What follows belongs to an exercise in optimizing a design on an open flow for small area and a short achievable clock period; a production flow would make more cautious choices.

==> flow/design.v (excerpt) <==
module LDL_crc32_dn_check #(parameter NUM = 16)(
  input  [8*NUM -1:0]        data,  
  input  [$clog2(NUM) -1:0]  bnum,  
  input         valid,
  input         eof  ,
  output reg    err  ,
  input         rst_n,
  input         clk
);
export LEC_CHECK = 0
export ABC_CLOCK_PERIOD_IN_PS = 1500
export CAP_MARGIN = 20
export CORE_MARGIN = 2
export CORE_UTILIZATION = 50
export CTS_BUF_LIST = sky130_fd_sc_hd__clkbuf_4 sky130_fd_sc_hd__clkbuf_8
export GPL_ROUTABILITY_DRIVEN = 0
export PLACE_DENSITY = 0.75
export SLEW_MARGIN = 20
export SYNTH_HIERARCHICAL = 1
export SYNTH_MINIMUM_KEEP_SIZE = 0
create_clock -name core_clock -period 24.0 [get_ports {clk}]
standard.sh (not shown) runs the stock make flow with config.mk's settings and CLKGATE_MAP_FILE= SYNTH_SCRIPT=/design/flow/synth_recipe.tcl, a recipe that flattens the netlist after the stock synthesis.
==> flow/flow/run.sh <==
#!/bin/bash
# Layout: the standard ORFS flow (standard.sh) with the standard synthesis, and these
# changes to how the rest of the layout is made:
#  - port buffers are sky130_fd_sc_hd__buf_1 cells (buffer_ports -buffer_cell) instead of
#    the delay-buffer cells buffer_ports picks by default;
#  - after synthesis, the delay cells (clkdlybuf4s*, dlygate*, dlymetal*) join the
#    platform's DONT_USE_CELLS, so placement and repair do not use them;
set -euo pipefail
bash standard.sh synth > make_synth.log 2>&1
export BUFFER_PORTS_ARGS="-buffer_cell sky130_fd_sc_hd__buf_1"
DU="sky130_fd_sc_hd__probe_p_8 sky130_fd_sc_hd__probec_p_8 sky130_fd_sc_hd__lpflow_bleeder_1 sky130_fd_sc_hd__lpflow_clkbufkapwr_1 sky130_fd_sc_hd__lpflow_clkbufkapwr_16 sky130_fd_sc_hd__lpflow_clkbufkapwr_2 sky130_fd_sc_hd__lpflow_clkbufkapwr_4 sky130_fd_sc_hd__lpflow_clkbufkapwr_8 sky130_fd_sc_hd__lpflow_clkinvkapwr_1 sky130_fd_sc_hd__lpflow_clkinvkapwr_16 sky130_fd_sc_hd__lpflow_clkinvkapwr_2 sky130_fd_sc_hd__lpflow_clkinvkapwr_4 sky130_fd_sc_hd__lpflow_clkinvkapwr_8 sky130_fd_sc_hd__lpflow_decapkapwr_12 sky130_fd_sc_hd__lpflow_decapkapwr_3 sky130_fd_sc_hd__lpflow_decapkapwr_4 sky130_fd_sc_hd__lpflow_decapkapwr_6 sky130_fd_sc_hd__lpflow_decapkapwr_8 sky130_fd_sc_hd__lpflow_inputiso0n_1 sky130_fd_sc_hd__lpflow_inputiso0p_1 sky130_fd_sc_hd__lpflow_inputiso1n_1 sky130_fd_sc_hd__lpflow_inputiso1p_1 sky130_fd_sc_hd__lpflow_inputisolatch_1 sky130_fd_sc_hd__lpflow_isobufsrc_1 sky130_fd_sc_hd__lpflow_isobufsrc_16 sky130_fd_sc_hd__lpflow_isobufsrc_2 sky130_fd_sc_hd__lpflow_isobufsrc_4 sky130_fd_sc_hd__lpflow_isobufsrc_8 sky130_fd_sc_hd__lpflow_isobufsrckapwr_16 sky130_fd_sc_hd__lpflow_lsbuf_lh_hl_isowell_tap_1 sky130_fd_sc_hd__lpflow_lsbuf_lh_hl_isowell_tap_2 sky130_fd_sc_hd__lpflow_lsbuf_lh_hl_isowell_tap_4 sky130_fd_sc_hd__lpflow_lsbuf_lh_isowell_4 sky130_fd_sc_hd__lpflow_lsbuf_lh_isowell_tap_1 sky130_fd_sc_hd__lpflow_lsbuf_lh_isowell_tap_2 sky130_fd_sc_hd__lpflow_lsbuf_lh_isowell_tap_4"
DU="$DU sky130_fd_sc_hd__clkdlybuf4s15_1 sky130_fd_sc_hd__clkdlybuf4s15_2 sky130_fd_sc_hd__clkdlybuf4s18_1 sky130_fd_sc_hd__clkdlybuf4s18_2 sky130_fd_sc_hd__clkdlybuf4s25_1 sky130_fd_sc_hd__clkdlybuf4s25_2 sky130_fd_sc_hd__clkdlybuf4s50_1 sky130_fd_sc_hd__clkdlybuf4s50_2 sky130_fd_sc_hd__dlygate4sd1_1 sky130_fd_sc_hd__dlygate4sd2_1 sky130_fd_sc_hd__dlygate4sd3_1 sky130_fd_sc_hd__dlymetal6s2s_1 sky130_fd_sc_hd__dlymetal6s4s_1 sky130_fd_sc_hd__dlymetal6s6s_1"
bash standard.sh "DONT_USE_CELLS=$DU" SETUP_SLACK_MARGIN=14 finish > make_finish.log 2>&1
The first run passed the timing, DRC and antenna checks.
Rerun with:
- GPL_ROUTABILITY_DRIVEN: 0 -> default
What happened: Synthesized cell count is unchanged; clock-buffer cell count rose by 1; worst hold slack improves by 0.0037 ns; via count decreases by 1.5%; cell count grows by 0.45%; design area increases by 1.1%; core utilization went up by 0.60 points; wire length is higher by 13%; global-route usage went up by 5.5 points.
No run of this note included a check of the RTL's function; only the layout flow was run.

========
Another version of the RTL of LDL_crc32_dn_check (not shown whole).
For scale: ~33 flip-flops, about 9900 sq um of cells after synthesis.
==> flow/config.mk <==
export PLATFORM = sky130hd
export DESIGN_NAME = LDL_crc32_dn_check
export DESIGN_NICKNAME = LDL_crc32_dn_check
export VERILOG_FILES = /design/flow/design.v
export SDC_FILE = /design/flow/constraint.sdc
export NUM_CORES = 4
export LEC_CHECK = 0
export ABC_CLOCK_PERIOD_IN_PS = 1500
export CAP_MARGIN = 20
export CORE_MARGIN = 2
export CORE_UTILIZATION = 50
export PLACE_DENSITY = 0.75
export SLEW_MARGIN = 20
export SYNTH_HIERARCHICAL = 1
export SYNTH_MINIMUM_KEEP_SIZE = 0
==> flow/constraint.sdc <==
create_clock -name core_clock -period 24.0 [get_ports {clk}]
set_input_delay 4.8000 -clock core_clock [delete_from_list [all_inputs] [get_ports {clk}]]
set_output_delay 4.8000 -clock core_clock [all_outputs]
set_load 0.01 [all_outputs]
==> flow/flow/run.sh <==
#!/bin/bash
set -euo pipefail
export BUFFER_PORTS_ARGS="-buffer_cell sky130_fd_sc_hd__buf_1"
bash standard.sh SETUP_SLACK_MARGIN=14 finish > make_finish.log 2>&1
==> next run, changes <==
==> flow/flow/run.sh (replaced) <==
#!/bin/bash
# Layout: the standard ORFS flow (standard.sh), unchanged synthesis, with these changes
# to how the rest of the layout is made:
#  - port buffers are sky130_fd_sc_hd__buf_1 cells (buffer_ports -buffer_cell) instead of
#    the delay-buffer cells buffer_ports picks by default;
#  - the delay cells (clkdlybuf4s*, dlygate*, dlymetal*) are not used by placement and
#    repair (added to DONT_USE_CELLS after synthesis);
set -euo pipefail
bash standard.sh synth > make_synth.log 2>&1
export BUFFER_PORTS_ARGS="-buffer_cell sky130_fd_sc_hd__buf_1"
export DONT_USE_CELLS="sky130_fd_sc_hd__clkdlybuf4s15_1 sky130_fd_sc_hd__clkdlybuf4s15_2 sky130_fd_sc_hd__clkdlybuf4s18_1 sky130_fd_sc_hd__clkdlybuf4s18_2 sky130_fd_sc_hd__clkdlybuf4s25_1 sky130_fd_sc_hd__clkdlybuf4s25_2 sky130_fd_sc_hd__clkdlybuf4s50_1 sky130_fd_sc_hd__clkdlybuf4s50_2 sky130_fd_sc_hd__dlygate4sd1_1 sky130_fd_sc_hd__dlygate4sd2_1 sky130_fd_sc_hd__dlygate4sd3_1 sky130_fd_sc_hd__dlymetal6s2s_1 sky130_fd_sc_hd__dlymetal6s4s_1 sky130_fd_sc_hd__dlymetal6s6s_1"
bash standard.sh SETUP_SLACK_MARGIN=14 finish > make_finish.log 2>&1
Cell count is unchanged.
Maximum frequency stays the same.
Die area stays the same.
Wire length is unchanged.
Global-route usage stays the same.
Function was not checked in any run of this note: the RTL went through the layout flow alone.

what the ideal ports hide:
How much do the figures lean on ideal ports? The routed layouts below were timed once more, with nothing changed but the port constraints. Step 1: set_driving_cell puts a clkbuf_16 on clk and a buf_2 on each other input, an assumption about the parent block. Step 2 adds t to the input delays and takes it off the output delays; t is the mean of the earliest and latest rising clock arrival at the registers after step 1. Input paths then give back, and output paths get back, about the clock's delay inside the block. Slacks: ideal ports / drivers / drivers and shift; pairs: ideal ports / drivers.
| run | t (ns) | setup WS [ns] | worst setup path after step 2 | worst register clock-pin slew, ns | worst slew at a driven data input, ns |
|---|---|---|---|---|---|
| the first run of note 1 | 0.321 | 13.983 / 13.995 / 13.674 | input to register | 0.07 / 0.07 | 0.04 |
| the second run of note 1 | 0.318 | 13.945 / 13.952 / 13.634 | input to register | 0.07 / 0.07 | 0.04 |
| the first run of note 2 | 0.312 | 13.965 / 13.976 / 13.664 | input to register | 0.06 / 0.06 | 0.05 |
| the second run of note 2 | 0.312 | 13.965 / 13.976 / 13.664 | input to register | 0.06 / 0.06 | 0.05 |
After both steps every run listed still meets setup and hold. The setup slack of the second run of note 1, which loses most, moves by +0.007 ns with the drivers and by -0.311 ns with both steps.
